What follows belongs to an exercise in optimizing a design on an open flow for small area and a short achievable clock period; a production flow would make more cautious choices. RTL that was checked went through simulation tests only; none was proved equivalent to the original. No functional check of the RTL was part of runs 1 and 2. No activity file was given, so power comes from the tool's default toggle rates.

==> flow/design.v <==
module fullHashDES(
    input clk,
    input M_valid,
    input rst_n,
    input [63 : 0] C_in,
    input [7 : 0] M,
    output reg hash_ready,
    output [31 : 0] digest_out
);
    localparam [31:0] H_INIT = {4'h3, 4'h0, 4'hF, 4'hD, 4'h1, 4'h7, 4'hB, 4'h4};
    function automatic [3:0] sbox(input [5:0] i);
        case (i)
            6'd0: sbox = 4'd2;
            6'd1: sbox = 4'd14;
            6'd2: sbox = 4'd12;
            6'd3: sbox = 4'd11;
            6'd4: sbox = 4'd4;
            6'd5: sbox = 4'd2;
            6'd6: sbox = 4'd1;
            6'd7: sbox = 4'd12;
            6'd8: sbox = 4'd7;
            6'd9: sbox = 4'd4;
            6'd10: sbox = 4'd10;
            6'd11: sbox = 4'd7;
            6'd12: sbox = 4'd11;
            6'd13: sbox = 4'd13;
            6'd14: sbox = 4'd6;
            6'd15: sbox = 4'd1;
            6'd16: sbox = 4'd8;
            6'd17: sbox = 4'd5;
            6'd18: sbox = 4'd5;
            6'd19: sbox = 4'd0;
            6'd20: sbox = 4'd3;
            6'd21: sbox = 4'd15;
            6'd22: sbox = 4'd15;
            6'd23: sbox = 4'd12;
            6'd24: sbox = 4'd13;
            6'd25: sbox = 4'd3;
            6'd26: sbox = 4'd0;
            6'd27: sbox = 4'd9;
            6'd28: sbox = 4'd14;
            6'd29: sbox = 4'd8;
            6'd30: sbox = 4'd9;
            6'd31: sbox = 4'd6;
            6'd32: sbox = 4'd4;
            6'd33: sbox = 4'd11;
            6'd34: sbox = 4'd2;
            6'd35: sbox = 4'd8;
            6'd36: sbox = 4'd1;
            6'd37: sbox = 4'd12;
            6'd38: sbox = 4'd11;
            6'd39: sbox = 4'd7;
            6'd40: sbox = 4'd12;
            6'd41: sbox = 4'd1;
            6'd42: sbox = 4'd13;
            6'd43: sbox = 4'd14;
            6'd44: sbox = 4'd7;
            6'd45: sbox = 4'd2;
            6'd46: sbox = 4'd8;
            6'd47: sbox = 4'd13;
            6'd48: sbox = 4'd15;
            6'd49: sbox = 4'd6;
            6'd50: sbox = 4'd9;
            6'd51: sbox = 4'd15;
            6'd52: sbox = 4'd12;
            6'd53: sbox = 4'd0;
            6'd54: sbox = 4'd5;
            6'd55: sbox = 4'd9;
            6'd56: sbox = 4'd6;
            6'd57: sbox = 4'd12;
            6'd58: sbox = 4'd3;
            6'd59: sbox = 4'd4;
            6'd60: sbox = 4'd0;
            6'd61: sbox = 4'd5;
            6'd62: sbox = 4'd14;
            6'd63: sbox = 4'd3;
            default: sbox = 4'd0;
        endcase
    endfunction
    function automatic [3:0] rotl(input [3:0] x, input integer r);
        rotl = (r == 0) ? x : ((x << r) | (x >> (4 - r)));
    endfunction
    function automatic [31:0] perm(input [31:0] h);
        integer i;
        for (i = 0; i < 8; i = i + 1)
            perm[4*i +: 4] = rotl(h[4*((i+1)%8) +: 4], i/2);
    endfunction
    function automatic [31:0] perm2(input [31:0] h);
        perm2 = perm(perm(h));
    endfunction
    function automatic [31:0] perm3(input [31:0] h);
        perm3 = perm(perm2(h));
    endfunction
    function automatic [31:0] perm4(input [31:0] h);
        perm4 = perm2(perm2(h));
    endfunction
    function automatic [31:0] perm7(input [31:0] h);
        perm7 = perm3(perm4(h));
    endfunction
    function automatic [31:0] tmap(input [3:0] u);
        tmap = {rotl(u, 2), rotl(u, 1), u, rotl(u, 2), rotl(u, 2), rotl(u, 3), u, u};
    endfunction
    function automatic [3:0] ubits(input [3:0] s);
        ubits = {s[1]^s[2], s[0]^s[1], s[0]^s[3], s[2]^s[3]};
    endfunction
    function automatic [31:0] absorb(input [31:0] h, input [3:0] u);
        absorb = perm4(h) ^ tmap(u);
    endfunction
    function automatic [31:0] kfin(input [15:0] l);
        reg [3:0] s6, s7;
        begin
            s6 = sbox({l[15]^l[9], l[11], l[10], l[13]^l[8], l[12], l[14]});
            s7 = sbox({l[7]^l[1], l[3], l[2], l[5]^l[0], l[4], l[6]});
            kfin = {rotl(s7, 3), rotl(s6, 3), rotl(4'd2, 2), rotl(4'd2, 2),
                    rotl(4'd2, 1), rotl(4'd2, 1), 4'd2, 4'd2};
        end
    endfunction
    reg busy;
    reg pend;
    reg [15:0] q;
    reg [31:0] g;
    wire [15:0] L = C_in[15:0];
    wire lz = (L == 16'd0);
    wire start = !busy && M_valid;
    wire q_gt1 = |q[15:1];
    wire recv = busy && M_valid && q_gt1;
    wire done = busy && !q_gt1 && !pend;
    wire [3:0] u_m = ubits(sbox({M[3]^M[2], M[1], M[0], M[7], M[6], M[5]^M[4]}));
    wire [31:0] g_base = lz ? perm4(H_INIT ^ perm7(kfin(16'd0)))
                            : (H_INIT ^ (L[0] ? perm3(kfin(L)) : perm7(kfin(L))));
    wire [31:0] g_src = start ? g_base : g;
    wire [3:0] u_g = (start && lz) ? 4'd0 : u_m;
    wire [31:0] g_next = absorb(g_src, u_g);
    always @(posedge clk or negedge rst_n) begin
        if (!rst_n) begin
            busy <= 1'b0;
            hash_ready <= 1'b0;
        end else if (start) begin
            busy <= 1'b1;
            hash_ready <= 1'b0;
        end else if (done) begin
            busy <= 1'b0;
            hash_ready <= 1'b1;
        end
    end
    always @(posedge clk) begin
        if (!busy) begin
            q <= L;
            pend <= !lz;
        end else begin
            if (recv) q <= q - 16'd1;
            pend <= recv;
        end
        if (start || recv) g <= g_next;
    end
    wire [31:0] dg = perm(g);
    assign digest_out = {dg[3:0], dg[7:4], dg[11:8], dg[15:12],
                         dg[19:16], dg[23:20], dg[27:24], dg[31:28]};
endmodule
==> flow/run.sh <==
#!/bin/bash
# synth_recipe.tcl (not shown) runs the flow's synth.tcl, then flattens the netlist and writes it again
# the make line also repeats each setting of config.mk as NAME=value (left out here)
make -C /OpenROAD-flow-scripts/flow DESIGN_CONFIG=/design/flow/config.mk WORK_HOME=/design/flow/orfs CLKGATE_MAP_FILE= SYNTH_SCRIPT=/design/flow/synth_recipe.tcl finish
==> flow/config.mk <==
export PLATFORM = sky130hd
export DESIGN_NAME = fullHashDES
export DESIGN_NICKNAME = fullHashDES
export VERILOG_FILES = /design/flow/design.v
export SDC_FILE = /design/flow/constraint.sdc
export NUM_CORES = 4
export LEC_CHECK = 0
export CAP_MARGIN = 20
export CORE_MARGIN = 2
export CORE_UTILIZATION = 40
export SLEW_MARGIN = 20
==> flow/constraint.sdc <==
create_clock -name core_clock -period 3.3 [get_ports {clk}]
set_input_delay 0.6600 -clock core_clock [delete_from_list [all_inputs] [get_ports {clk}]]
set_output_delay 0.6600 -clock core_clock [all_outputs]
set_load 0.01 [all_outputs]
==> summary.md, run 1 <==
| Metric | Value |
|---|---|
| Combined buffer and inverter count along the critical path | 2 |
| Fmax achieved | 0.313 GHz |
| Filler Cell Count | 1126 |
| Cells along the critical path | clkdlybuf4s50_1, inv_2, ha_4, nor2b_1, o21bai_1, mux4_2, xnor2_2, nor2_1, a211o_2, mux2_2 |
| Period utilization | 96.9% |
| Worst reg2reg endpoint | g[7] |
| Number of enable flip-flop cells after synthesis | 48 |
| Flop2flop setup slack | ~1.1 ns |
| Req. time, crit path | 3.34 ns |
| Post-synthesis cell count | 540 |
| Count of different cell masters after synthesis | 71 |
| Hold violation count in the final report | 0 |
| Net switching power figure | 0.00108 W |
| Clock-pin slew reported for the worst setup and hold paths after clock tree synthesis | 0.08 ns |
| Total clock buffers created by CTS | 5 |
| Max-capacitance violation count | 0 |
| Max Root-Sink Buffers | 2 |
| Number of levels in the clock H-tree | 2 |
| Hold Path Stages | 1 |
| Min setup slack post-route | 0.102 ns |
| DRC | 0 |
| Leakage power figure | between 2 and 2.5 nW |
| Mapped Nets | 640 |
| Cell types occupying the most area after synthesis | edfxtp_1, ha_1, xnor2_1 |
| Worst Hold Launch | hash_ready |
| DRC marker count from the first detailed-route iteration | 387 |
| Post-synthesis mux area share | 9.12% |
| Antenna diodes | 0 |
| Area of the die | 12900 um^2 |
| Clk_lat worst skew | ~0.29 ns |
| Total wirelength of the detailed-routed design | between 10 and 15 mm |
| Core Rows | 40 |
| Buffer count from post-CTS setup fixing | 0 |
| Largest driver fanout on the critical path | 6 |
| Actual transition at the worst max-transition pin | 0.738 ns |
| Vias post-DR | 4507 |
| Main combinational cell family by area after synthesis | compound AO/OA/AOI/OAI gates |
| GRT overflow | 0 |
| Proportion of synthesized flip-flops having asynchronous set or reset | 3.92% |
| Sink count of the clock tree | 51 |
| Internal Power | about 0.0021 W |
| Worst Clk Skew | 0.00865 ns |
| Hold Crit Class | reg2reg |
| Power share of the combinational group | 48.4% |
| Netlist area before placement | 4800 um^2 |
| Register bit total from synthesis | just over 50 |
| Drt wl/cell | 16.9 um |
| Unrepaired setup endpoints after global routing | no |
| # nets final | approximately 740 |
| Switching share of power | around a third |
| Ratio of cells with drive above 1 in the final layout | between 10% and 20% |
| Worst-case vdd ir drop | 0.000353 V |
| Dpl ws | -0.530 ns |
| Count of port buffers added during placement | 59 |
| Max_slew headroom | about half |
| Register share of total power | between 30 and 40% |
| Number of cell instances on the worst register-to-register path | 7 |
| Synth Area in Simple Gates | 17.3% |
| Synth Area per Inst | approximately 9 um^2 |
| Clock share of power | around 17% |
| Vertical die dimension | roughly 110 um |
| Power density of the placed cells | between 500 and 600 nW/um^2 |
| Fraction of the yosys area taken by sequential cells | between 30% and 40% |
| Number of global-route vias before repair | 4476 |
| Effective utilization at floorplan | around two fifths |
| Post-cts hold buffer count | 0 |
| Origin of the critical flop-to-flop path | busy |
| Final-report setup violation count | 0 |
| Synth-to-layout area growth | 29.1% |
| Post-route core utilization | between 50% and 60% |
| Smallest hold slack | approximately 0.49 ns |
| Time the final worst path needs with I/O delays and setup | about 3.2 ns |
| Most frequent cells after synthesis | nor2_1, nand2_1, a21oi_1, edfxtp_1, xnor2_1 |
| Area share of the largest cell type after synthesis | 30.0% |
| Critical Path Start Type | primary input |
| WS Path Type | in2reg |
| Largest delay contributor family on the critical path | multiplexers |
| Final-report max-slew violation count | 0 |
| Wire length of the first global-routing pass | 22.1 mm |
| Initial antenna violation count | 0 |
| Hold Path Sink | hash_ready |
| Largest net degree at the start of global routing | 38 |
| Remaining number of nets flagged by the antenna check after routing | 0 |
| Total global-route track usage | 21.1% |
| Clock tree from TritonCTS | done |
| Result of the run | finished clean |
| Half-perimeter wire length after detailed placement | 10.1 mm |
| Top Ports | between 100 and 150 |
| Prevailing post-synth register cell | edfxtp_1 |
| Post-synthesis adder-cell area fraction | roughly 6.5% |
| Die width | 114 um |
| Most area-hungry cell type in the Yosys netlist | edfxtp_1 |
| Cell with the most instances after synthesis | nor2_1 |
| Ratio of routed vias to standard cells | 5.71 |
| Synthesized-area fraction occupied by xor and xnor cells | 10.6% |
| Critical-path top delay cell | mux4_2 |
| Max stage delay on crit path | 0.54 ns |
| Critical path capture point type | flip-flop |
| Area inside the core boundary | 11900 um^2 |
| Critical path arrival | 3.24 ns |
| Total of warnings raised by yosys | 1 |
| Complex-gate fraction of the synthesized area | roughly a fifth |
| Number of search-and-repair iterations in the first detailed-routing pass | 5 |
| Last weighted congestion value of the routability-driven placer | 0.914 |
| Library cell used as clock root buffer | clkbuf_16 |
-- registers in the layout (all words and copies together) (netlist names) --
name / flops
pend: 1
g: 32
busy: 1
hash_ready: 1
q: 16
-- metal layers --
layer	part of all wire [%]	GRT usage (%)
met1	46	28.7
met2	49	35.8
met3	4.5	3.40
met4	1.2	4.39
met5	0	0
-- cells in the final DEF (no fill, tap or decap), types with 11 or more instances in the layout --
cell type	instances
buf_4	73
xnor2_1	29
a21oi_1	48
nor4_1	11
nor2_1	59
ha_1	23
clkdlybuf4s50_1	57
mux2i_1	12
nand2_1	50
inv_1	18
xor2_1	20
edfxtp_1	48
o21ai_0	13
nor3_1	17
-- worst register-to-register path: stages, from the launching register on --
cell and delay [ns]:
dfrtp_1 0.32, buf_4 0.32, inv_1 0.10, nand2_1 0.15, buf_4 0.23, nor2_1 0.13, a211o_2 0.40, mux2_2 0.28
-- worst max-delay path by stage --
stage          from    end  slack, ns  cells after the start
2_1_floorplan  M[4]   g[0]       0.03                     10
3_3_place_gp   M[4]  g[23]      -0.52                     11
5_1_grt        M[6]   g[2]       0.02                     11
6_report       M[6]   g[7]       0.10                     10
4_1_cts        M[6]   g[7]       0.05                     10
3_5_place_dp   M[4]   g[7]      -0.53                     11
-- power by group through the flow --
| stage | logic [W] | clock network, W | registers (W) |
|---|---|---|---|
| 6_report | 0.00154 | 0.000548 | 0.00110 |
| 5_1_grt | 0.00169 | 0.000583 | 0.00112 |
| 4_1_cts | 0.00154 | 0.000564 | 0.00110 |
| 3_5_place_dp | 0.00152 | 0 | 0.00111 |
| 3_3_place_gp | 0.00150 | 0 | 0.00111 |
| 2_1_floorplan | 0.000809 | 0 | 0.00116 |
-- final cells by class --
type | instances | area, um^2 | share of cell area, %
Sequential cell | 51 | 1510 | 24.4
Tap cell | 147 | 184 | 2.97
Timing Repair Buffer | 133 | 1160 | 18.7
Clock buffer | 6 | 139 | 2.24
Inverter | 21 | 78.8 | 1.27
Clock inverter | 2 | 16.3 | 0.263
Multi-Input combinational cell | 430 | 3110 | 50.2
-- what timing repair did --
action	CTS	global route
pin swaps	1	1
cloned	0	0
hold endpoints to repair	0	0
gates resized for setup	7	4
setup endpoints to repair	29	9
-- logic make-up (layout without fill, tap and decap cells) --
family                     Yosys count  count (layout)
DFF                                 51              51
and+or+nand+nor                    180             180
xor gates and xnor gates            54              54
adders and majority gates           25              25
AOI/OAI and AO/OA                  142             142
buffers and inverters               59             162
muxes                               29              29
-- per-stage QoR --
| stage | power, W | instances | instance area [um^2] | setup TNS, ns |
|---|---|---|---|---|
| after floorplan | 0.00197 | 540 | 4830 | 0 |
| after global placement | 0.00261 | 782 | 6000 | -13.59 |
| after detailed placement | 0.00263 | 782 | 6000 | -13.60 |
| after CTS | 0.00321 | 790 | 6180 | 0 |
| after global routing | 0.00339 | 790 | 6200 | 0 |
| final | 0.00319 | 790 | 6200 | 0 |
==> run 2: changes to the inputs <==
--- a/flow/config.mk
+++ b/flow/config.mk
@@ -8,4 +8,5 @@
 export CAP_MARGIN = 20
 export CORE_MARGIN = 2
 export CORE_UTILIZATION = 40
+export SETUP_SLACK_MARGIN = 1.5
 export SLEW_MARGIN = 20
==> run 2 against run 1 <==
  * Routed wire length up 13%
  * Cell count up 3.9%
  * Clock skew down 0.0026 ns
  * Design area rose by 11%
  * Combinational power is 9.7% higher
  * First-iteration DRC count up 1.8%
  * Power rose by 6.3%
  * Via count is 4.7% higher
  * Die area stayed put
  * Critical path type unchanged
  * Largest cell class unchanged
  * Highest routed layer unchanged
==> summary.md, run 2 <==
| Metric | Value |
|---|---|
| Area inside the core boundary | 11900 um^2 (unchanged) |
| Fraction of the yosys area taken by sequential cells | 31.5% (unchanged) |
| Count of port buffers added during placement | 59 (unchanged) |
| Area of placed instances | 6090 um^2 (+1.4%) |
| Register name with the most flops | g |
| Die width | 114 um (unchanged) |
| Leakage power figure | 2.80 nW (+15%) |
| Final-report setup violation count | 0 (unchanged) |
| Critical path capture point type | flip-flop |
| Hold violation count in the final report | 0 (unchanged) |
| Half-perimeter wire length after detailed placement | 10.5 mm (+3.9%) |
| Max_slew headroom | 59.1% (+8.4 points) |
| Worst reg2reg endpoint | g[29] |
| Result of the run | finished clean |
| Antenna diodes | 0 (unchanged) |
| Registers with the highest flip-flop counts | g (32), q (16) |
| Most frequent cells after synthesis | nor2_1, nand2_1, a21oi_1, edfxtp_1, xnor2_1 |
| WS Path Type | in2reg |
| Setup TNS after final layout | 0 ns (unchanged) |
| Time the final worst path needs with I/O delays and setup | 2.96 ns (-0.239 ns) |
| Most frequent standard cell in the layout excluding fill and tap cells | buf_4 |
| Largest delay contributor family on the critical path | multiplexers |
| Req. time, crit path | 3.34 ns (about the same) |
| Number of flip-flops under the largest register name | 32 (unchanged) |
| Library cell used as clock root buffer | clkbuf_16 |
| Clk_lat worst skew | 0.30 ns (about the same) |
| Critical Path Start Type | primary input |
| Total clock buffers created by CTS | 5 (unchanged) |
| Number of search-and-repair iterations in the first detailed-routing pass | 5 (unchanged) |
| Seq. cell area | 1510 um^2 (unchanged) |
| Filler Cell Count | 1060 (-5.9%) |
| Netlist area before placement | 4800 um^2 (unchanged) |
| Worst setup path startpoint | M[4] |
| Combined buffer and inverter count along the critical path | 3 (+1) |
| Power density of the placed cells | 495 nW/um^2 (-3.9%) |
| DRC | 0 (unchanged) |
| Critical-path top delay cell | mux4_2 |
| Period utilization | 89.7% (-7.3 points) |
| Clock tree from TritonCTS | done |
| Number of cell instances on the worst register-to-register path | 8 (+1) |
| Number of global-route vias before repair | 4606 (+2.9%) |
| Worst Setup EP | g[25] |
| Max Root-Sink Buffers | 2 (unchanged) |
| Ratio of routed vias to standard cells | 5.75 (+0.77%) |
| Cell types occupying the most area after synthesis | edfxtp_1, ha_1, xnor2_1 |
| Area taken by multi-input logic gates | 3470 um^2 (+12%) |
| Worst-case vdd ir drop | 0.000358 V (+1.4%) |
| GRT overflow | 0 (unchanged) |
| Synth-to-layout area growth | 42.8% |
| Dpl ws | -0.620 ns (-0.0901 ns) |
| Count of non-filler cells in the finished layout | 821 (+3.9%) |
| Top Ports | 108 (unchanged) |
| Effective utilization at floorplan | 40.5% (unchanged) |
| Synth Area per Inst | 8.89 um^2 (unchanged) |
| Hold Crit Class | reg2reg |
| Proportion of synthesized flip-flops having asynchronous set or reset | 3.92% (unchanged) |
| Post-synthesis cell count | 540 (unchanged) |
| Total wirelength of the detailed-routed design | 15.2 mm (+13%) |
| Fmax achieved | 0.338 GHz (+8.1%) |
| Clock-pin slew reported for the worst setup and hold paths after clock tree synthesis | 0.07 ns (about the same) |
| Logic depth of the worst setup path including buffers | 10 (unchanged) |
| Core Rows | 40 (unchanged) |
| Actual transition at the worst max-transition pin | 0.612 ns (-0.126 ns) |
| Unrepaired setup endpoints after global routing | yes |
| Cell with the most instances after synthesis | nor2_1 |
| Number of enable flip-flop cells after synthesis | 48 (unchanged) |
| Max-capacitance violation count | 0 (unchanged) |
| Placed instance count | 787 (+0.64%) |
| Largest net degree at the start of global routing | 38 (unchanged) |
| Most used cells in the layout excluding fill and tap cells | buf_4, nor2_1, edfxtp_1 |
| Critical path arrival | 3.00 ns (-0.24 ns) |
| Origin of the critical flop-to-flop path | busy |
| Total global-route track usage | 22.2% (+1.1 points) |
| Total of warnings raised by yosys | 1 (unchanged) |
| DRC marker count from the first detailed-route iteration | 394 (+1.8%) |
| Worst Clk Skew | 0.00608 ns (-0.00257 ns) |
| Prevailing post-synth register cell | edfxtp_1 |
| Remaining number of nets flagged by the antenna check after routing | 0 (unchanged) |
| Mapped Nets | 640 (unchanged) |
| Last weighted congestion value of the routability-driven placer | 0.896 (-2.0%) |
| Flop2flop setup slack | 1.23 ns (+0.13 ns) |
| Vertical die dimension | 114 um (unchanged) |
| Ratio of cells with drive above 1 in the final layout | 29.8% (+12 points) |
| Post-cts hold buffer count | 0 (unchanged) |
| Cell area after layout | 6850 um^2 (+11%) |
| Most area-hungry cell type in the Yosys netlist | edfxtp_1 |
| # nets final | 773 (+4.2%) |
| Vias post-DR | 4720 (+4.7%) |
| Wire length of the first global-routing pass | 23.2 mm (+5.0%) |
| Initial antenna violation count | 0 (unchanged) |
| Largest driver fanout on the critical path | 6 (unchanged) |
| Count of different cell masters after synthesis | 71 (unchanged) |
| Sink count of the clock tree | 51 (unchanged) |
| Area share of the largest cell type after synthesis | 30.0% (unchanged) |
| Min setup slack post-route | 0.341 ns (+0.239 ns) |
| Smallest hold slack | 0.486 ns (-0.00350 ns) |
| Area of the die | 12900 um^2 (unchanged) |
| Cells along the critical path | buf_8, xnor2_4, inv_2, ha_4, inv_2, mux4_2, mux4_2, xnor2_2, or2_4, xor2_1 |
| Final-report max-slew violation count | 0 (unchanged) |
| Max stage delay on crit path | 0.53 ns (about the same) |
| Register bit total from synthesis | 51 (unchanged) |
| Drt wl/cell | 18.5 um (+9.0%) |
| Number of levels in the clock H-tree | 2 (unchanged) |
[run 2: changes by cell type in the layout (fill, tap and decap cells not counted), sizes merged]
cell / before / now
and2: 3 / 6
buf: 74 / 103
bufbuf: 0 / 1
bufinv: 0 / 1
clkdlybuf4s15: 0 / 1
clkdlybuf4s50: 57 / 14
clkinv: 1 / 0
dlygate4sd2: 2 / 38
dlymetal6s2s: 0 / 4
[run 2: power by group]
part | total (W) | switching, W | internal [W]
sequential | 0.00110 | 0.000125 | 0.000980
combinational | 0.00169 | 0.000813 | 0.000877
clock | 0.000597 | 0.000238 | 0.000359
total | 0.00339 | 0.00118 | 0.00222
[run 2: metal layers]
| layer | global-route usage (%) | wire, um | vias to the layer above |
|---|---|---|---|
| met2 | 38.4 | 7520 | 147 |
| met3 | 4.14 | 858 | 20 |
| met5 | 0 | 0 | - |
| met1 | 29.3 | 6550 | 2305 |
| li1 | - | - | 2248 |
| met4 | 4.31 | 228 | 0 |
[run 2: worst min path at each step]
stage / start / end / depth (start not counted)
3_3_place_gp: pend / busy / 2
2_1_floorplan: rst_n / busy / 0
4_1_cts: hash_ready / hash_ready / 1
6_report: hash_ready / hash_ready / 1
3_5_place_dp: hash_ready / hash_ready / 1
5_1_grt: rst_n / hash_ready / 1
[run 2: per-stage QoR]
stage / total power [W] / util (%)
global placement: 0.00263 / 51.3
global route: 0.00357 / 57.8
floorplan: 0.00198 / -
CTS: 0.00331 / 55.7
finish: 0.00339 / 57.8
detailed placement: 0.00266 / 51.3
[run 2: worst register-to-register path, delay by kind of cell, from the launching register on]
kind	cells	cell delay (ns)
AO/OA/AOI/OAI	2	0.37
XOR/XNOR	1	0.14
buffers and inverters	2	0.43
flip-flops	1	0.32
AND/OR/NAND/NOR	3	0.55
[run 2: layout make-up]
class / instances / share of cell area (%)
Inverter: 21 / 1.15
Clock buffer: 6 / 1.88
Tap cell: 147 / 2.68
Clock inverter: 2 / 0.548
Timing Repair Buffer: 161 / 21.1
Multi-Input combinational cell: 433 / 50.6
Sequential cell: 51 / 22.1
[run 2: what timing repair did]
item / 4_1_cts / 5_1_grt
resized for setup: 105 / 42
setup endpoints to repair: 123 / 88
endpoints found under the hold margin: 0 / 0
pin swaps: 20 / 15
gates cloned: 1 / 3
buffers inserted: 11 / 11
[run 2: logic make-up after synthesis]
logic type	count (synthesis)	share of synthesized area [%]
AO/OA/AOI/OAI	142	19.8
AND/OR/NAND/NOR	180	17.3
XOR/XNOR	54	10.6
multiplexers	29	9.12
flip-flops	51	31.5
buffers and inverters	59	5.19
adder cells (fa/ha/maj)	25	6.52
==> run 3: changes to the inputs <==
--- a/flow/design.v
+++ b/flow/design.v
@@ -126,11 +126,8 @@
     wire recv = busy && M_valid && q_gt1;
     wire done = busy && !q_gt1 && !pend;
     wire [3:0] u_m = ubits(sbox({M[3]^M[2], M[1], M[0], M[7], M[6], M[5]^M[4]}));
-    wire [31:0] g_base = lz ? perm4(H_INIT ^ perm7(kfin(16'd0)))
-                            : (H_INIT ^ (L[0] ? perm3(kfin(L)) : perm7(kfin(L))));
-    wire [31:0] g_src = start ? g_base : g;
-    wire [3:0] u_g = (start && lz) ? 4'd0 : u_m;
-    wire [31:0] g_next = absorb(g_src, u_g);
+    wire [31:0] g_base = H_INIT ^ (L[0] ? perm3(kfin(L)) : perm7(kfin(L)));
+    wire [31:0] g_start = lz ? (H_INIT ^ perm7(kfin(16'd0))) : absorb(g_base, u_m);
     always @(posedge clk or negedge rst_n) begin
         if (!rst_n) begin
             busy <= 1'b0;
@@ -151,7 +148,8 @@
             if (recv) q <= q - 16'd1;
             pend <= recv;
         end
-        if (start || recv) g <= g_next;
+        if (start) g <= g_start;
+        else if (recv) g <= absorb(g, u_m);
     end
     wire [31:0] dg = perm(g);
     assign digest_out = {dg[3:0], dg[7:4], dg[11:8], dg[15:12],
--- a/flow/config.mk
+++ b/flow/config.mk
@@ -8,5 +8,4 @@
 export CAP_MARGIN = 20
 export CORE_MARGIN = 2
 export CORE_UTILIZATION = 40
-export SETUP_SLACK_MARGIN = 1.5
 export SLEW_MARGIN = 20
==> run 3 against run 2 <==
  * Largest cell class unchanged
  * Clock skew grew 0.0024 ns
  * Cell count shrank 2.2%
  * Power shrank 4.9%
  * Sequential power is essentially flat
  * Sequential share of layout area grew 2.2 points
  * Die area grew 3.6%
  * Synthesized cell count grew 2.2%
  * Largest power group unchanged
  * Fmax shrank 6.2%
  * Register-to-register slack lost 0.40 ns
  * Non-clock buffer count shrank 48
  * Worst hold slack lost 0.0019 ns
  * Clock power shrank 13%
==> summary.md, run 3 <==
| Metric | Value |
|---|---|
| Net switching power figure | 0.00110 W (-6.1%) |
| Ratio of cells with drive above 1 in the final layout | 14.3% (-15 points) |
| Prevailing post-synth register cell | edfxtp_1 |
| Hold Path Sink | busy |
| Actual transition at the worst max-transition pin | 0.747 ns (+0.135 ns) |
| Half-perimeter wire length after detailed placement | 9.44 mm (-9.7%) |
| Drt wl/cell | 15.8 um (-14%) |
| Effective utilization at floorplan | 41.3% (+0.82 points) |
| Antenna diodes | 0 (unchanged) |
| Number of levels in the clock H-tree | 2 (unchanged) |
| Most frequent standard cell in the layout excluding fill and tap cells | nor2_1 |
| Area share of the largest cell type after synthesis | 28.9% (-1.1 points) |
| Vias post-DR | 4345 (-7.9%) |
| Post-synthesis cell count | 552 (+2.2%) |
| Switching share of power | 34.3% (-0.42 points) |
| Count of non-filler cells in the finished layout | 803 (-2.2%) |
| Most frequent cells after synthesis | nor2_1, edfxtp_1, a21oi_1, nand2_1, xor2_1 |
| Total wirelength of the detailed-routed design | 12.7 mm (-16%) |
| GRT overflow | 0 (unchanged) |
| Critical-path top delay cell | mux4_2 |
| Die width | 116 um (+1.8%) |
| Buffer count from post-CTS setup fixing | 0 (-11) |
| Leakage power figure | 2.37 nW (-15%) |
| Worst-case vdd ir drop | 0.000241 V (-33%) |
| Fraction of the yosys area taken by sequential cells | 30.3% (-1.1 points) |
| Critical Path Start Type | primary input |
| Max-capacitance violation count | 0 (unchanged) |
| Number of enable flip-flop cells after synthesis | 48 (unchanged) |
| Worst Hold Launch | pend |
| Top Ports | 108 (unchanged) |
| Library cell used as clock root buffer | clkbuf_16 |
| Cell types occupying the most area after synthesis | edfxtp_1, xor2_1, xnor2_1 |
| Proportion of synthesized flip-flops having asynchronous set or reset | 3.92% (unchanged) |
| Worst Clk Skew | 0.00852 ns (+0.00244 ns) |
| Power share of the combinational group | 49.5% (-0.3 points) |
| Time the final worst path needs with I/O delays and setup | 3.16 ns (+0.196 ns) |
| Post-cts hold buffer count | 0 (unchanged) |
| Max_slew headroom | 50.1% (-9.0 points) |
| Hold violation count in the final report | 0 (unchanged) |
| Origin of the critical flop-to-flop path | q[2] |
| Total of warnings raised by yosys | 1 (unchanged) |
| Most used routing layer in global routing | met2 |
| Wire length of the first global-routing pass | 20.8 mm (-10%) |
| Total clock buffers created by CTS | 5 (unchanged) |
| Number of global-route vias before repair | 4202 (-8.8%) |
| Cell with the most instances after synthesis | nor2_1 |
| Global-route met1 utilization | 26.7% (-2.6 points) |
| Sink count of the clock tree | 51 (unchanged) |
| Combined buffer and inverter count along the critical path | 4 (+1) |
| Area inside the core boundary | 12100 um^2 (+1.7%) |
| Ratio of routed vias to standard cells | 5.41 (-5.9%) |
| Seq. cell area | 1510 um^2 (unchanged) |
| Registers with the highest flip-flop counts | g (32), q (16) |
| Synth Area per Inst | 9.02 um^2 (+1.5%) |
| Remaining number of nets flagged by the antenna check after routing | 0 (unchanged) |
| Critical path capture point type | flip-flop |
| Max Root-Sink Buffers | 2 (unchanged) |
| Placed instance count | 795 (+1.0%) |
| Req. time, crit path | 3.34 ns (about the same) |
| Total global-route track usage | 19.0% (-3.2 points) |
| Clock-pin slew reported for the worst setup and hold paths after clock tree synthesis | 0.07 ns (about the same) |
| Filler Cell Count | 1144 (+7.9%) |
| Result of the run | finished clean |
| Number of flip-flops under the largest register name | 32 (unchanged) |
| Flop2flop setup slack | 0.83 ns (-0.40 ns) |
| Worst reg2reg endpoint | q[14] |
| Register bit total from synthesis | 51 (unchanged) |
| Largest delay contributor family on the critical path | multiplexers |
| Hold Crit Class | reg2reg |
| Logic depth of the worst setup path including buffers | 12 (+2) |
| Cells along the critical path | dlygate4sd2_1, xnor2_4, inv_1, ha_1, inv_1, mux2_4, mux4_2, xor2_1, mux2i_4, buf_12, xor2_1, a22oi_1 |
| Unrepaired setup endpoints after global routing | no |
| Initial antenna violation count | 0 (unchanged) |
| Final-report max-slew violation count | 0 (unchanged) |
| Met3 GRT Util | 1.73% (-2.4 points) |
| Register name with the most flops | g |
| Clock share of power | 16.1% (-1.5 points) |
| Critical path arrival | 3.19 ns (+0.19 ns) |
| Largest driver fanout on the critical path | 14 (+8) |
| Largest net degree at the start of global routing | 33 (-13%) |
| Hold Path Stages | 2 (+1) |
| Final-report setup violation count | 0 (unchanged) |
| Fmax achieved | 0.317 GHz (-6.2%) |
| Last weighted congestion value of the routability-driven placer | 0.901 (+0.49%) |
| Area taken by multi-input logic gates | 3200 um^2 (-7.9%) |
| WS Path Type | in2reg |
| Area of the die | 13400 um^2 (+3.6%) |
| Count of different cell masters after synthesis | 65 (-8.5%) |
| # nets final | 730 (-5.6%) |
| Most used cells in the layout excluding fill and tap cells | nor2_1, clkdlybuf4s50_1, edfxtp_1 |
| Sum of internal, switching and leakage power | 0.00322 W (-4.9%) |
| Period utilization | 95.6% (+5.9 points) |
| Synth-to-layout area growth | 25.0% |
| Clk_lat worst skew | 0.30 ns (about the same) |
| Mapped Nets | 648 (+1.3%) |
| Internal Power | 0.00212 W (-4.3%) |
| Most area-hungry cell type in the Yosys netlist | edfxtp_1 |
| DRC | 0 (unchanged) |
| Met2 global-route usage | 31.3% (-7.1 points) |
| DRC marker count from the first detailed-route iteration | 329 (-16%) |
| Number of cell instances on the worst register-to-register path | 6 (-2) |
| Number of search-and-repair iterations in the first detailed-routing pass | 5 (unchanged) |
| Vertical die dimension | 116 um (+1.8%) |
| Core Rows | 40 (unchanged) |
| Power density of the placed cells | 518 nW/um^2 (+4.6%) |
| Register share of total power | 34.4% (+1.8 points) |
| Clock tree from TritonCTS | done |
| Max stage delay on crit path | 0.52 ns (about the same) |
| Count of port buffers added during placement | 59 (unchanged) |
| Netlist area before placement | 4980 um^2 (+3.8%) |
==> run 3: cell count changes after synthesis, moves of 5 or more <==
cell	previous run	this run
xor2_1	20	37
o21ai_0	13	25
clkbuf_1	24	15
nand2_1	50	41
a21oi_1	49	42
buf_2	4	11
nand2b_1	4	11
o22ai_1	6	13
a211o_1	9	3
nor4_1	11	5
a22oi_1	2	7
o2111ai_1	5	0
==> run 3: logic make-up after synthesis <==
| logic type | share of synthesized area (%) |
|---|---|
| simple gates | 16.7 |
| mux | 11.0 |
| xor+xnor | 12.8 |
| buf+inv | 5.98 |
| compound gates | 17.9 |
| flops | 30.3 |
| fa+ha+maj | 5.28 |
==> run 3: tightest hold or removal path: cells and delay by family, from the launching register on <==
| kind | cells | cell delay (ns) |
|---|---|---|
| AND/OR/NAND/NOR | 2 | 0.14 |
| flip-flops | 1 | 0.31 |
==> run 3: worst max-delay path by stage <==
stage	start	endpoint
floorplan	M[4]	g[0]
global placement	M[4]	g[11]
detailed placement	M[4]	g[1]
CTS	M[6]	g[30]
global route	M[4]	g[30]
finish	M[4]	g[1]
==> run 3: timing repair <==
item / in CTS / in global routing
cloned: 0 / 0
resized for setup: 2 / 4
setup endpoints to repair: 21 / 22
==> run 3: layer usage <==
layer  wire length, um  part of all wire, %
met1              6130                   48
met2              5940                   47
met3               417                  3.3
met4               187                  1.5
met5                 0                    0
==> run 3: per-stage QoR <==
step,TNS [ns],cell area (um^2),util (%),hold WS (ns),setup WS (ns)
after floorplan,0,4990,-,0.364,0.0339
after CTS,0,6210,51.5,0.490,0.0669
after detailed placement,-10.27,6070,50.3,0.474,-0.409
after global placement,-7.97,6070,50.3,0.463,-0.310
after global routing,0,6230,51.6,0.520,0.0115
final,0,6230,51.6,0.485,0.145
==> run 3: layout make-up <==
class	instances	share of cell area, %
inverters	21	1.31
clock inverters	3	0.321
flip-flops and latches	51	24.3
clock buffers	5	2.01
multi-input cells	442	51.3
well taps	168	3.38
repair buffers	113	17.4
==> run 3: power groups by stage <==
| stage | Combinational (W) | Sequential [W] | Clock (W) |
|---|---|---|---|
| 2_1_floorplan | 0.000906 | 0.00117 | 0 |
| 3_3_place_gp | 0.00156 | 0.00112 | 0 |
| 3_5_place_dp | 0.00159 | 0.00112 | 0 |
| 4_1_cts | 0.00160 | 0.00111 | 0.000525 |
| 5_1_grt | 0.00175 | 0.00113 | 0.000544 |
| 6_report | 0.00160 | 0.00111 | 0.000518 |
==> run 4: changes to the inputs <==
--- a/flow/design.v
+++ b/flow/design.v
@@ -103,6 +103,75 @@
     function automatic [3:0] ubits(input [3:0] s);
         ubits = {s[1]^s[2], s[0]^s[1], s[0]^s[3], s[2]^s[3]};
     endfunction
+    function automatic [3:0] ubox(input [5:0] i);
+        case (i)
+            6'd0: ubox = 4'd12;
+            6'd1: ubox = 4'd6;
+            6'd2: ubox = 4'd10;
+            6'd3: ubox = 4'd9;
+            6'd4: ubox = 4'd9;
+            6'd5: ubox = 4'd12;
+            6'd6: ubox = 4'd6;
+            6'd7: ubox = 4'd10;
+            6'd8: ubox = 4'd3;
+            6'd9: ubox = 4'd9;
+            6'd10: ubox = 4'd15;
+            6'd11: ubox = 4'd3;
+            6'd12: ubox = 4'd9;
+            6'd13: ubox = 4'd12;
+            6'd14: ubox = 4'd5;
+            6'd15: ubox = 4'd6;
+            6'd16: ubox = 4'd3;
+            6'd17: ubox = 4'd15;
+            6'd18: ubox = 4'd15;
+            6'd19: ubox = 4'd0;
+            6'd20: ubox = 4'd10;
+            6'd21: ubox = 4'd0;
+            6'd22: ubox = 4'd0;
+            6'd23: ubox = 4'd10;
+            6'd24: ubox = 4'd12;
+            6'd25: ubox = 4'd10;
+            6'd26: ubox = 4'd0;
+            6'd27: ubox = 4'd5;
+            6'd28: ubox = 4'd6;
+            6'd29: ubox = 4'd3;
+            6'd30: ubox = 4'd5;
+            6'd31: ubox = 4'd5;
+            6'd32: ubox = 4'd9;
+            6'd33: ubox = 4'd9;
+            6'd34: ubox = 4'd12;
+            6'd35: ubox = 4'd3;
+            6'd36: ubox = 4'd6;
+            6'd37: ubox = 4'd10;
+            6'd38: ubox = 4'd9;
+            6'd39: ubox = 4'd3;
+            6'd40: ubox = 4'd10;
+            6'd41: ubox = 4'd6;
+            6'd42: ubox = 4'd12;
+            6'd43: ubox = 4'd6;
+            6'd44: ubox = 4'd3;
+            6'd45: ubox = 4'd12;
+            6'd46: ubox = 4'd3;
+            6'd47: ubox = 4'd12;
+            6'd48: ubox = 4'd0;
+            6'd49: ubox = 4'd5;
+            6'd50: ubox = 4'd5;
+            6'd51: ubox = 4'd0;
+            6'd52: ubox = 4'd10;
+            6'd53: ubox = 4'd0;
+            6'd54: ubox = 4'd15;
+            6'd55: ubox = 4'd5;
+            6'd56: ubox = 4'd5;
+            6'd57: ubox = 4'd10;
+            6'd58: ubox = 4'd10;
+            6'd59: ubox = 4'd9;
+            6'd60: ubox = 4'd0;
+            6'd61: ubox = 4'd15;
+            6'd62: ubox = 4'd6;
+            6'd63: ubox = 4'd10;
+            default: ubox = 4'd0;
+        endcase
+    endfunction
     function automatic [31:0] absorb(input [31:0] h, input [3:0] u);
         absorb = perm4(h) ^ tmap(u);
     endfunction
@@ -117,17 +186,15 @@
     endfunction
     reg busy;
     reg pend;
+    reg [3:0] u_r;
     reg [15:0] q;
     reg [31:0] g;
     wire [15:0] L = C_in[15:0];
-    wire lz = (L == 16'd0);
     wire start = !busy && M_valid;
     wire q_gt1 = |q[15:1];
     wire recv = busy && M_valid && q_gt1;
     wire done = busy && !q_gt1 && !pend;
-    wire [3:0] u_m = ubits(sbox({M[3]^M[2], M[1], M[0], M[7], M[6], M[5]^M[4]}));
     wire [31:0] g_base = H_INIT ^ (L[0] ? perm3(kfin(L)) : perm7(kfin(L)));
-    wire [31:0] g_start = lz ? (H_INIT ^ perm7(kfin(16'd0))) : absorb(g_base, u_m);
     always @(posedge clk or negedge rst_n) begin
         if (!rst_n) begin
             busy <= 1'b0;
@@ -141,15 +208,16 @@
         end
     end
     always @(posedge clk) begin
+        u_r <= ubox({M[3]^M[2], M[1], M[0], M[7], M[6], M[5]^M[4]});
         if (!busy) begin
             q <= L;
-            pend <= !lz;
+            pend <= M_valid && (L != 16'd0);
         end else begin
             if (recv) q <= q - 16'd1;
             pend <= recv;
         end
-        if (start) g <= g_start;
-        else if (recv) g <= absorb(g, u_m);
+        if (start) g <= g_base;
+        else if (pend) g <= absorb(g, u_r);
     end
     wire [31:0] dg = perm(g);
     assign digest_out = {dg[3:0], dg[7:4], dg[11:8], dg[15:12],
==> run 4 against run 3 <==
  * Still clean on timing, DRC and antenna
  * Clock-buffer cell count is the same
  * Routed wire length shrank 10%
  * Clock power grew 7.5%
  * Via count shrank 9.8%
  * Synthesized cell count shrank 11%
  * Power shrank 20%
  * Non-clock buffer count shrank 25
  * Combinational power shrank about 40%
  * Critical path depth shrank 3
  * Setup slack gained 0.33 ns
  * Critical endpoint is now g[30]
==> summary.md, run 4 <==
| Metric | Value |
|---|---|
| Result of the run | finished clean |
| Worst-case vdd ir drop | 0.000252 V (+4.8%) |
| Proportion of synthesized flip-flops having asynchronous set or reset | 3.64% (-0.29 points) |
| Power share of the combinational group | 37.1% (-12 points) |
| Worst Clk Skew | 0.00938 ns (+0.000859 ns) |
| Max-capacitance violation count | 0 (unchanged) |
| GRT overflow | 0 (unchanged) |
| Net switching power figure | 0.000829 W (-25%) |
| Most frequent cells after synthesis | nand2_1, edfxtp_1, nor2_1, xnor2_1, a21oi_1 |
| Netlist area before placement | 4500 um^2 (-9.6%) |
| Time the final worst path needs with I/O delays and setup | 2.83 ns (-0.328 ns) |
| Die width | 110 um (-4.7%) |
| Synth Area per Inst | 9.14 um^2 (+1.3%) |
| Effective utilization at floorplan | 41.2% (-0.11 points) |
| Total wirelength of the detailed-routed design | 11.4 mm (-10%) |
| Most frequent standard cell in the layout excluding fill and tap cells | clkdlybuf4s50_1 |
| Post-synthesis cell count | 493 (-11%) |
| Post-cts hold buffer count | 0 (unchanged) |
| Area inside the core boundary | 10900 um^2 (-9.3%) |
| Critical path arrival | 2.94 ns (-0.25 ns) |
| Cells along the critical path | clkdlybuf4s50_1, inv_1, ha_1, xor3_1, nor2_1, a311oi_1, o21ai_1, o21a_1, o31ai_1 |
| Leakage power figure | 2.10 nW (-12%) |
| Internal Power | 0.00176 W (-17%) |
| Hold Crit Class | in2async |
| DRC marker count from the first detailed-route iteration | 440 (+34%) |
| Antenna diodes | 0 (unchanged) |
| Met3 layer wire length in the routed design | 443 um (+6.2%) |
| Sink count of the clock tree | 55 (+7.8%) |
| Most area-hungry cell type in the Yosys netlist | edfxtp_1 |
| Most used cells in the layout excluding fill and tap cells | clkdlybuf4s50_1, nand2_1, nor2_1, edfxtp_1, xnor2_1 |
| Cells resized by post-CTS repair | 0 (-2) |
| Count of port buffers added during placement | 59 (unchanged) |
| # nets final | 656 (-10%) |
| Area of the die | 12100 um^2 (-9.2%) |
| Wire length of the first global-routing pass | 18.4 mm (-11%) |
| Final-report max-slew violation count | 0 (unchanged) |
| Number of flip-flops under the largest register name | 32 (unchanged) |
| Met1 Wirelength | 5.23 mm (-15%) |
| Power density of the placed cells | 469 nW/um^2 (-9.4%) |
| Count of non-filler cells in the finished layout | 696 (-13%) |
| Critical Path Start Type | primary input |
| Largest driver fanout on the critical path | 5 (-9) |
| Count of different cell masters after synthesis | 61 (-6.2%) |
| Max stage delay on crit path | 0.47 ns (-0.05 ns) |
| Clk_lat worst skew | 0.30 ns (about the same) |
| Vertical die dimension | 110 um (-4.7%) |
| Cell with the most instances after synthesis | nand2_1 |
| Mapped Nets | 594 (-8.3%) |
| Ratio of routed vias to standard cells | 5.63 (+4.0%) |
| Half-perimeter wire length after detailed placement | 8.44 mm (-11%) |
| Req. time, crit path | 3.42 ns (+0.08 ns) |
| Switching share of power | 32.1% (-2.2 points) |
| Number of global-route vias before repair | 3736 (-11%) |
| Number of enable flip-flop cells after synthesis | 48 (unchanged) |
| Clock tree from TritonCTS | done |
| Critical-path top delay cell | clkdlybuf4s50_1 |
| Register name with the most flops | g |
| Setup TNS after final layout | 0 ns (unchanged) |
| Vias post-DR | 3918 (-9.8%) |
| Drt wl/cell | 16.4 um (+3.6%) |
| Period utilization | 85.7% (-9.9 points) |
| Sum of internal, switching and leakage power | 0.00259 W (-20%) |
| Total clock buffers created by CTS | 5 (unchanged) |
| Number of levels in the clock H-tree | 2 (unchanged) |
| Largest net degree at the start of global routing | 33 (unchanged) |
| Initial antenna violation count | 0 (unchanged) |
| Smallest hold slack | 0.541 ns (+0.0559 ns) |
| Max Root-Sink Buffers | 2 (unchanged) |
| Prevailing post-synth register cell | edfxtp_1 |
| Last weighted congestion value of the routability-driven placer | 0.913 (+1.3%) |
| Number of search-and-repair iterations in the first detailed-routing pass | 5 (unchanged) |
| Register bit total from synthesis | 55 (+7.8%) |
| Registers with the highest flip-flop counts | g (32), q (16), u_r (4) |
| Library cell used as clock root buffer | clkbuf_16 |
| Fraction of the yosys area taken by sequential cells | 35.3% (+5.0 points) |
| Final-report setup violation count | 0 (unchanged) |
| Cell types occupying the most area after synthesis | edfxtp_1, xnor2_1, ha_1 |
| Area share of the largest cell type after synthesis | 32.0% (+3.1 points) |
| Unrepaired setup endpoints after global routing | no |
| Critical path capture point type | flip-flop |
| Fmax achieved | 0.354 GHz (+12%) |
| Highest metal used | met4 |
| Register share of total power | 41.4% (+7.0 points) |
| Placed instance count | 688 (-13%) |
| Buffer count from post-CTS setup fixing | 0 (unchanged) |
| WS Path Type | in2reg |
| Total global-route track usage | 19.1% (+0.057 points) |
| Clock-pin slew reported for the worst setup and hold paths after clock tree synthesis | 0.08 ns (about the same) |
| Clock share of power | 21.5% (+5.4 points) |
| Actual transition at the worst max-transition pin | 0.845 ns (+0.0977 ns) |
| Ratio of cells with drive above 1 in the final layout | 10.3% (-4.1 points) |
| Routed length on met2 | 5.58 mm (-6.1%) |
| Total of warnings raised by yosys | 1 (unchanged) |
| DRC | 0 (unchanged) |
| Max_slew headroom | 43.3% (-6.8 points) |
| Remaining number of nets flagged by the antenna check after routing | 0 (unchanged) |
| Hold violation count in the final report | 0 (unchanged) |
| Synth-to-layout area growth | 22.3% |
| Top Ports | 108 (unchanged) |
| Core Rows | 38 (-5.0%) |
-- run 4: worst paths after layout --
path	start	depth (start not counted)	slack [ns]	endpoint
setup / recovery	C_in[12]	9	0.47	g[30]
hold / removal	rst_n	1	0.54	hash_ready
setup reg to reg	q[5]	5	0.94	q[15]
hold reg to reg	pend	2	0.56	busy
max in group asynchronous	rst_n	1	2.62	busy
min in group core_clock	pend	2	0.56	busy
-- run 4: routing by layer --
| metal | up-vias | GRT usage, % |
|---|---|---|
| li1 | 1923 | - |
| met1 | 1874 | 25.3 |
| met2 | 112 | 33.3 |
| met3 | 9 | 1.88 |
| met4 | 0 | 5.00 |
| met5 | - | 0 |
-- run 4: power by group through the flow --
stage	Clock [W]	Sequential, W	Combinational [W]
floorplan	0	0.00108	0.000557
global placement	0	0.00108	0.000941
detailed placement	0	0.00109	0.000954
CTS	0.000564	0.00107	0.000961
global route	0.000594	0.00109	0.00105
finish	0.000557	0.00107	0.000958
-- run 4: area by class of cell --
| class | count | area (um^2) |
|---|---|---|
| Clock inverter | 3 | 27.5 |
| Fill cell | 1036 | 5430 |
| Timing Repair Buffer | 88 | 808 |
| Inverter | 17 | 63.8 |
| Tap cell | 140 | 175 |
| Sequential cell | 55 | 1590 |
| Multi-Input combinational cell | 388 | 2720 |
| Clock buffer | 5 | 125 |
-- run 4: cells by family (layout without fill, tap and decap cells) --
logic type	after synthesis	count (layout)	share of synthesized area, %
multiplexers	19	19	6.25
buffers and inverters	50	113	4.31
flip-flops	55	55	35.3
adder cells (fa/ha/maj)	26	26	7.22
AND/OR/NAND/NOR	162	162	16.6
AO/OA/AOI/OAI	125	125	18.5
XOR/XNOR	56	56	11.7
-- run 4: critical path: cells and delay by family --
kind	cells	cell delay [ns]
compound gates	4	0.80
buf+inv	2	0.58
xor+xnor	1	0.45
fa+ha+maj	1	0.38
simple gates	1	0.05
-- run 4: per-stage QoR --
step | setup WS (ns) | area, um^2 | util, %
floorplan | 0.849 | 4500 | -
global placement | 0.178 | 5360 | 49.0
detailed placement | 0.185 | 5360 | 49.0
CTS | 0.493 | 5510 | 50.4
global route | 0.275 | 5510 | 50.4
finish | 0.473 | 5510 | 50.4
==> run 5: changes to the inputs <==
--- a/flow/design.v
+++ b/flow/design.v
@@ -185,15 +185,15 @@
         end
     endfunction
     reg busy;
+    reg take;        
     reg pend;
     reg [3:0] u_r;
     reg [15:0] q;
     reg [31:0] g;
     wire [15:0] L = C_in[15:0];
     wire start = !busy && M_valid;
-    wire q_gt1 = |q[15:1];
-    wire recv = busy && M_valid && q_gt1;
-    wire done = busy && !q_gt1 && !pend;
+    wire recv = take && M_valid;
+    wire done = busy && !take && !pend;
     wire [31:0] g_base = H_INIT ^ (L[0] ? perm3(kfin(L)) : perm7(kfin(L)));
     always @(posedge clk or negedge rst_n) begin
         if (!rst_n) begin
@@ -206,6 +206,10 @@
             busy <= 1'b0;
             hash_ready <= 1'b1;
         end
+    end
+    always @(posedge clk) begin
+        if (!busy) take <= M_valid && (|L[15:1]);
+        else if (recv) take <= (|q[15:2]) || (q[1] && q[0]);
     end
     always @(posedge clk) begin
         u_r <= ubox({M[3]^M[2], M[1], M[0], M[7], M[6], M[5]^M[4]});
==> flow/flow/run.sh (new file) <==
#!/bin/bash
# Own layout flow: the standard ORFS flow (standard.sh), with two changes:
#  - synthesis: ORFS's synth.tcl with the extract_fa step skipped and
#    flow/abc.script as ABC's mapping script (registers are mapped exactly as
#    in the standard synthesis: same dfflibmap, names and cell types);
#  - port buffers: buf_1 cells (BUFFER_PORTS_ARGS) in place of ORFS's default.
# Every tool's output goes to a log file in this folder (and ORFS's own logs).
set -euo pipefail
W=$PWD
F=$W/flow

# synthesis script: a patched copy of ORFS's synth.tcl
python3 - "$FLOW_HOME/scripts/synth.tcl" "$W/own_synth.tcl" "$F/abc.script" > "$W/own_synth_patch.log" 2>&1 <<'PY'
import sys
src, dst, abc = sys.argv[1:4]
s = open(src).read()
pre = "source $::env(SCRIPTS_DIR)/synth_preamble.tcl"
fa = "  extract_fa {*}[dont_use_extract_fa_args]"
assert s.count(pre) == 1 and s.count(fa) == 1
s = s.replace(pre, pre + "\nset abc_args [lreplace $abc_args 1 1 {%s}]" % abc)
s = s.replace(fa, "  # extract_fa skipped")
open(dst, "w").write(s)
print("patched", src, "->", dst)
PY
sed "s#source \$::env(SCRIPTS_DIR)/synth.tcl#source $W/own_synth.tcl#" synth_recipe.tcl > "$W/own_synth_recipe.tcl"
grep -q "source $W/own_synth.tcl" "$W/own_synth_recipe.tcl"

bash standard.sh SYNTH_SCRIPT="$W/own_synth_recipe.tcl" \
  "BUFFER_PORTS_ARGS=-buffer_cell sky130_fd_sc_hd__buf_1" finish > "$W/own_flow_make.log" 2>&1
test -s out/final.def
==> flow/flow/abc.script (new file) <==
strash
&get -n
&fraig -x
&put
scorr
dc2
strash
&get -n
&dch -f
&nf -R 1000
&put
==> flow/standard.sh (new file) <==
#!/bin/bash
# synth_recipe.tcl (not shown) runs the flow's synth.tcl, then flattens the netlist and writes it again
# the make line also repeats each setting of config.mk as NAME=value (left out here)
make -C /OpenROAD-flow-scripts/flow DESIGN_CONFIG=/design/flow/config.mk WORK_HOME=/design/flow/orfs CLKGATE_MAP_FILE= SYNTH_SCRIPT=/design/flow/synth_recipe.tcl "${@:-finish}"
--- a/flow/config.mk
+++ b/flow/config.mk
@@ -8,4 +8,5 @@
 export CAP_MARGIN = 20
 export CORE_MARGIN = 2
 export CORE_UTILIZATION = 40
+export SETUP_SLACK_MARGIN = 1.0
 export SLEW_MARGIN = 20
removed: flow/run.sh
==> run 5 against run 4 <==
  * Via count shrank 8.0%
  * Clock skew grew 0.0043 ns
  * Clock power shrank 27%
  * Worst hold slack lost 0.43 ns
  * First-iteration DRC count shrank 35%
  * Highest routed layer unchanged
==> summary.md, run 5 <==
| Metric | Value |
|---|---|
| DRC | 0 (unchanged) |
| Post-synthesis cell count | 438 (-11%) |
| Req. time, crit path | 3.34 ns (-0.08 ns) |
| Effective utilization at floorplan | 40.7% (-0.52 points) |
| Largest driver fanout on the critical path | 10 (+5) |
| Highest metal used | met4 |
| Area share of the largest cell type after synthesis | 39.5% (+7.5 points) |
| Die width | 100 um (-8.8%) |
| Drt wl/cell | 15.7 um (-4.2%) |
| Register bit total from synthesis | 56 (+1.8%) |
| Cell area after layout | 4310 um^2 (-22%) |
| Met3 layer wire length in the routed design | 479 um (+8.1%) |
| Antenna diodes | 0 (unchanged) |
| Total wirelength of the detailed-routed design | 9.81 mm (-14%) |
| WS Path Type | in2reg |
| Library cell used as clock root buffer | clkbuf_8 |
| Ratio of cells with drive above 1 in the final layout | 6.60% (-3.6 points) |
| Fraction of the yosys area taken by sequential cells | 43.6% (+8.2 points) |
| Placed instance count | 618 (-10%) |
| Count of non-filler cells in the finished layout | 626 (-10%) |
| Proportion of synthesized flip-flops having asynchronous set or reset | 3.57% (-0.065 points) |
| Max-capacitance violation count | 0 (unchanged) |
| Count of port buffers added during placement | 59 (unchanged) |
| Number of levels in the clock H-tree | 2 (unchanged) |
| Vertical die dimension | 100 um (-8.8%) |
| Most used cells in the layout excluding fill and tap cells | nand2_1, nor2_1, a21oi_1 |
| # nets final | 589 (-10%) |
| Register name with the most flops | g |
| Half-perimeter wire length after detailed placement | 7.17 mm (-15%) |
| Ratio of routed vias to standard cells | 5.76 (+2.3%) |
| Number of enable flip-flop cells after synthesis | 49 (+2.1%) |
| Final-report setup violation count | 0 (unchanged) |
| Setup TNS after final layout | 0 ns (unchanged) |
| Unrepaired setup endpoints after global routing | yes |
| Total of warnings raised by yosys | 1 (unchanged) |
| Sum of internal, switching and leakage power | 0.00339 W (+31%) |
| Top Ports | 108 (unchanged) |
| Initial antenna violation count | 0 (unchanged) |
| Wire length of the first global-routing pass | 16.4 mm (-11%) |
| Prevailing post-synth register cell | edfxtp_1 |
| Total clock buffers created by CTS | 5 (unchanged) |
| Number of flip-flops under the largest register name | 32 (unchanged) |
| Number of search-and-repair iterations in the first detailed-routing pass | 5 (unchanged) |
| Largest net degree at the start of global routing | 40 (+21%) |
| Final-report max-slew violation count | 0 (unchanged) |
| Worst-case vdd ir drop | 0.000320 V (+27%) |
| Number of global-route vias before repair | 3277 (-12%) |
| Met1 Wirelength | 4.54 mm (-13%) |
| Period utilization | 65.2% (-20 points) |
| Worst Clk Skew | 0.0137 ns (+0.00433 ns) |
| Cell with the most instances after synthesis | nand2_1 |
| Critical Path Start Type | primary input |
| Critical path arrival | 2.19 ns (-0.75 ns) |
| Actual transition at the worst max-transition pin | 0.814 ns (-0.0312 ns) |
| Leakage power figure | 1.50 nW (-29%) |
| Clk_lat worst skew | 0.32 ns (+0.02 ns) |
| Routed length on met2 | 4.65 mm (-17%) |
| Max Root-Sink Buffers | 2 (unchanged) |
| DRC marker count from the first detailed-route iteration | 286 (-35%) |
| Most frequent cells after synthesis | nand2_1, nor2_1, a21oi_1, edfxtp_1, o21ai_0 |
| Cell types occupying the most area after synthesis | edfxtp_1, a21oi_1, nand2_1 |
| Hold violation count in the final report | 0 (unchanged) |
| Fmax achieved | 0.465 GHz (+31%) |
| Registers with the highest flip-flop counts | g (32), q (16), u_r (4) |
| Area inside the core boundary | 9150 um^2 (-16%) |
| Synth Area per Inst | 8.50 um^2 (-7.0%) |
| Power density of the placed cells | 787 nW/um^2 (+68%) |
| Hold Crit Class | in2async |
| Most frequent standard cell in the layout excluding fill and tap cells | nand2_1 |
| Mapped Nets | 513 (-14%) |
| Vias post-DR | 3605 (-8.0%) |
| GRT overflow | 0 (unchanged) |
| Sink count of the clock tree | 56 (+1.8%) |
| Smallest hold slack | 0.109 ns (-0.432 ns) |
| Clock-pin slew reported for the worst setup and hold paths after clock tree synthesis | 0.10 ns (+0.02 ns) |
| Total global-route track usage | 19.9% (+0.84 points) |
| Remaining number of nets flagged by the antenna check after routing | 0 (unchanged) |
| Buffer count from post-CTS setup fixing | 0 (unchanged) |
| Last weighted congestion value of the routability-driven placer | 0.931 (+2.0%) |
| Count of different cell masters after synthesis | 41 (-33%) |
| Max_slew headroom | 45.8% (+2.5 points) |
| Synth-to-layout area growth | 15.8% |
| Clock tree from TritonCTS | done |
| Netlist area before placement | 3720 um^2 (-17%) |
| Core Rows | 35 (-7.9%) |
| Critical path capture point type | flip-flop |
| Most area-hungry cell type in the Yosys netlist | edfxtp_1 |
| Area of the die | 10100 um^2 (-17%) |
| Time the final worst path needs with I/O delays and setup | 2.15 ns (-0.675 ns) |
| Result of the run | finished clean |
| Area of placed instances | 4160 um^2 (-22%) |
## run 5: cell types whose count changed after synthesis, moves of 7 or more
cell / previous run / this run
nor2_1: 48 / 58
ha_1: 26 / 0
a31oi_1: 5 / 16
mux4_2: 7 / 0
o211ai_1: 11 / 3
clkbuf_1: 25 / 0
mux2i_1: 9 / 1
a21oi_1: 37 / 55
xnor2_1: 38 / 28
inv_1: 17 / 0
o21ai_0: 19 / 43
nand2_1: 52 / 66
## run 5: through the flow
step	setup WS, ns	util [%]
floorplan	1.02	-
global placement	0.585	45.5
detailed placement	0.612	45.5
CTS	1.02	46.7
global route	0.976	47.1
finish	1.15	47.1
## run 5: kinds of logic (layout without fill, tap and decap cells)
kind of cell / after synthesis / after routing / share of synthesized area (%)
AOI/OAI and AO/OA: 164 / 164 / 26.5
muxes: 1 / 1 / 0.269
DFF: 56 / 56 / 43.6
and+or+nand+nor: 179 / 179 / 21.0
buffers and inverters: 2 / 79 / 0.202
xor gates and xnor gates: 36 / 36 / 8.47
## run 5: layer usage
metal | up-vias | GRT usage (%)
met1 | 1656 | 28.6
met5 | - | 0
li1 | 1814 | -
met3 | 11 | 2.08
met4 | 0 | 4.32
met2 | 124 | 32.7
## run 5: where the power goes
group | total [W] | switching (W) | internal [W]
Sequential | 0.00165 | 0.000320 | 0.00134
Clock | 0.000405 | 0.000248 | 0.000157
Combinational | 0.00133 | 0.000798 | 0.000535
Total | 0.00339 | 0.00137 | 0.00203
## run 5: area by class of cell
cell class	instances	area (um^2)
clock buffers	5	68.8
clock inverters	3	27.5
repair buffers	69	305
well taps	111	139
flip-flops and latches	56	1620
multi-input cells	380	2140
fillers	918	4840
inverters	2	7.51
## run 5: worst paths after layout
check,start,to,slack [ns],cells past startpoint
worst min-delay path,rst_n,busy,0.11,1
worst min register to register,pend,hash_ready,0.48,1
worst max-delay path,C_in[0],g[2],1.15,9
worst max register to register,q[5],q[15],1.15,6
min in group core_clock,pend,hash_ready,0.48,1
max in group asynchronous,rst_n,hash_ready,3.07,1
## run 5: what timing repair did
action                                  in CTS  in global routing
hold buffers                                 0                  0
resized for setup                            4                 13
endpoints found under the setup margin       6                 16
## run 5: critical path, stage by stage
cell,delay [ns]
buf_2,0.18
xor2_1,0.18
buf_4,0.18
nor2_2,0.21
nor2_1,0.09
nor3_1,0.20
a31oi_1,0.08
a21oi_1,0.27
a22oi_1,0.13
==> run 6: changes to the inputs <==
==> flow/flow/abc.script (replaced) <==
strash
dch
map
topo
buffer
upsize
dnsize
--- a/flow/config.mk
+++ b/flow/config.mk
@@ -8,5 +8,5 @@
 export CAP_MARGIN = 20
 export CORE_MARGIN = 2
 export CORE_UTILIZATION = 40
-export SETUP_SLACK_MARGIN = 1.0
+export SETUP_SLACK_MARGIN = 1.6
 export SLEW_MARGIN = 20
==> run 6 against run 5 <==
  * Core utilization up 3.3 points
  * First-iteration DRC count increased by 28%
  * Power fell by 37%
  * Critical path depth is the same
  * Global-route usage increased by 0.64 points
  * Cell count up 21%
  * Sequential share of layout area is 6.0 points lower
  * Area after synthesis grew 11%
  * Critical endpoint is now g[30]
==> summary.md, run 6 <==
| Metric | Value |
|---|---|
| Max Root-Sink Buffers | 2 (unchanged) |
| Critical path arrival | 1.77 ns (-0.42 ns) |
| Power density of the placed cells | 418 nW/um^2 (-47%) |
| Setup TNS after final layout | 0 ns (unchanged) |
| Result of the run | finished clean |
| Drt wl/cell | 15.6 um (-0.59%) |
| Total global-route track usage | 20.6% (+0.64 points) |
| Die width | 106 um (+5.3%) |
| Vertical die dimension | 106 um (+5.3%) |
| Proportion of synthesized flip-flops having asynchronous set or reset | 3.57% (unchanged) |
| Largest net degree at the start of global routing | 34 (-15%) |
| GRT overflow | 0 (unchanged) |
| Seq. cell area | 1620 um^2 (unchanged) |
| Register name with the most flops | g |
| Synth Area per Inst | 7.51 um^2 (-12%) |
| Clock tree from TritonCTS | done |
| Sink count of the clock tree | 56 (unchanged) |
| Clock-pin slew reported for the worst setup and hold paths after clock tree synthesis | 0.12 ns (+0.02 ns) |
| Post-cts hold buffer count | 0 (unchanged) |
| Min setup slack post-route | 1.63 ns (+0.482 ns) |
| Cell with the most instances after synthesis | nand2_1 |
| Most frequent cells after synthesis | nand2_1, nand3_1, nor2_1, edfxtp_1, inv_1 |
| Mapped Nets | 627 (+22%) |
| Registers with the highest flip-flop counts | g (32), q (16), u_r (4) |
| Net switching power figure | 0.000781 W (-43%) |
| Actual transition at the worst max-transition pin | 0.600 ns (-0.214 ns) |
| DRC marker count from the first detailed-route iteration | 366 (+28%) |
| Antenna diodes | 0 (unchanged) |
| Final-report setup violation count | 0 (unchanged) |
| Count of different cell masters after synthesis | 49 (+20%) |
| Most frequent standard cell in the layout excluding fill and tap cells | nand3_1 |
| Largest driver fanout on the critical path | 16 (+6) |
| Unrepaired setup endpoints after global routing | yes |
| Netlist area before placement | 4150 um^2 (+11%) |
| Final-report max-slew violation count | 0 (unchanged) |
| Last weighted congestion value of the routability-driven placer | 0.895 (-3.8%) |
| Critical path capture point type | flip-flop |
| Total clock buffers created by CTS | 5 (unchanged) |
| Ratio of cells with drive above 1 in the final layout | 19.9% (+13 points) |
| Register share of total power | 48.1% (-0.7 points) |
| Number of global-route vias before repair | 3873 (+18%) |
| Hold Crit Class | in2async |
| Fraction of the yosys area taken by sequential cells | 39.1% (-4.4 points) |
| Hold violation count in the final report | 0 (unchanged) |
| Number of flip-flops under the largest register name | 32 (unchanged) |
| Max_slew headroom | 59.8% (+14 points) |
| Area share of the largest cell type after synthesis | 35.5% (-4.0 points) |
| Req. time, crit path | 3.40 ns (+0.06 ns) |
| Fmax achieved | 0.599 GHz (+29%) |
| Clk_lat worst skew | 0.33 ns (about the same) |
| Period utilization | 50.6% (-15 points) |
| Filler Cell Count | 1005 (+9.5%) |
| Number of search-and-repair iterations in the first detailed-routing pass | 5 (unchanged) |
| Critical Path Start Type | primary input |
| Total wirelength of the detailed-routed design | 11.8 mm (+21%) |
| Number of levels in the clock H-tree | 2 (unchanged) |
| Cell types occupying the most area after synthesis | edfxtp_1, nand3_1, nand2_1 |
| Vias post-DR | 4369 (+21%) |
| Core Rows | 37 (+5.7%) |
| Internal Power | 0.00136 W (-33%) |
| Post-synthesis cell count | 552 (+26%) |
| Leakage power figure | 2.01 nW (+34%) |
| Clock share of power | 19.4% (+7.5 points) |
| Wire length of the first global-routing pass | 18.8 mm (+15%) |
| Number of enable flip-flop cells after synthesis | 49 (unchanged) |
| Power share of the combinational group | 32.5% (-6.8 points) |
| Flop2flop setup slack | 1.65 ns (+0.50 ns) |
| Worst Clk Skew | 0.0111 ns (-0.00261 ns) |
| DRC | 0 (unchanged) |
| Smallest hold slack | 0.0879 ns (-0.0211 ns) |
| Area inside the core boundary | 10200 um^2 (+11%) |
| Prevailing post-synth register cell | edfxtp_1 |
| Total of warnings raised by yosys | 1 (unchanged) |
| Max-capacitance violation count | 0 (unchanged) |
| Remaining number of nets flagged by the antenna check after routing | 0 (unchanged) |
| Most used cells in the layout excluding fill and tap cells | nand3_1, nand2_1, nor2_1 |
| Library cell used as clock root buffer | clkbuf_8 |
| Switching share of power | 36.4% (-3.9 points) |
| Top Ports | 108 (unchanged) |
| Area taken by multi-input logic gates | 2590 um^2 (+21%) |
| Area of the die | 11200 um^2 (+11%) |
| Half-perimeter wire length after detailed placement | 8.13 mm (+13%) |
| Time the final worst path needs with I/O delays and setup | 1.67 ns (-0.482 ns) |
| Effective utilization at floorplan | 40.7% (about the same) |
| Worst-case vdd ir drop | 0.000193 V (-40%) |
| # nets final | 697 (+18%) |
| Most area-hungry cell type in the Yosys netlist | edfxtp_1 |
| Count of port buffers added during placement | 59 (unchanged) |
| Register bit total from synthesis | 56 (unchanged) |
| Initial antenna violation count | 0 (unchanged) |
| Sum of internal, switching and leakage power | 0.00215 W (-37%) |
| Ratio of routed vias to standard cells | 5.76 (about the same) |
| WS Path Type | in2reg |
| Synth-to-layout area growth | 23.8% |
| Dpl ws | 0.770 ns (+0.159 ns) |
## run 6: cell families (layout without fill, tap and decap cells)
logic type	count (synthesis)	in the layout	share of synthesized area (%)
and+or+nand+nor	272	275	29.3
DFF	56	56	39.1
buffers and inverters	64	132	6.28
xor gates and xnor gates	23	23	4.86
AOI/OAI and AO/OA	137	137	20.4
## run 6: repair_timing
| action | in CTS | in global routing |
|---|---|---|
| resized for setup | 37 | 74 |
| setup buffers | 11 | 10 |
| endpoints found under the setup margin | 63 | 88 |
| cloned | 3 | 0 |
| pin swaps | 7 | 16 |
## run 6: power groups by stage
stage,logic (W),registers (W),clock network (W)
3_3_place_gp,0.000605,0.00104,0
5_1_grt,0.000776,0.00105,0.000439
4_1_cts,0.000643,0.00103,0.000422
3_5_place_dp,0.000615,0.00104,0
2_1_floorplan,0.000430,0.00104,0
6_report,0.000698,0.00103,0.000416
## run 6: layer usage
layer	up-vias	GRT usage, %	wire length [um]
met2	206	34.3	5740
li1	2127	-	-
met1	2011	28.6	5080
met3	25	1.98	759
met5	-	0	0
met4	0	5.45	247
## run 6: critical path, cell delays in order
cell	delay [ns]
buf_4	0.18
clkinvlp_4	0.16
buf_6	0.14
nand3_1	0.07
o2bb2ai_1	0.14
nand2_1	0.08
nand4_1	0.08
o21ai_1	0.10
o2bb2ai_1	0.14
## run 6: metrics by stage
stage | util, % | std cells | area (um^2)
2_1_floorplan | - | 552 | 4210
3_3_place_gp | 44.2 | 727 | 4500
3_5_place_dp | 44.2 | 727 | 4500
4_1_cts | 47.1 | 749 | 4800
5_1_grt | 50.4 | 759 | 5130
6_report | 50.4 | 759 | 5130
## run 6: final cells by class
cell class | count | share of cell area, %
inverters | 41 | 3.44
well taps | 136 | 3.32
clock buffers | 5 | 1.34
repair buffers | 83 | 9.32
multi-input cells | 435 | 50.4
flip-flops and latches | 56 | 31.6
clock inverters | 3 | 0.537
## run 6: worst paths after layout
| path | from | end | depth (start not counted) |
|---|---|---|---|
| worst max-delay path | C_in[10] | g[30] | 9 |
| worst min-delay path | rst_n | busy | 1 |
| worst max register to register | q[2] | q[14] | 8 |
| worst min register to register | hash_ready | hash_ready | 1 |
| max in group asynchronous | rst_n | hash_ready | 1 |
| min in group core_clock | hash_ready | hash_ready | 1 |
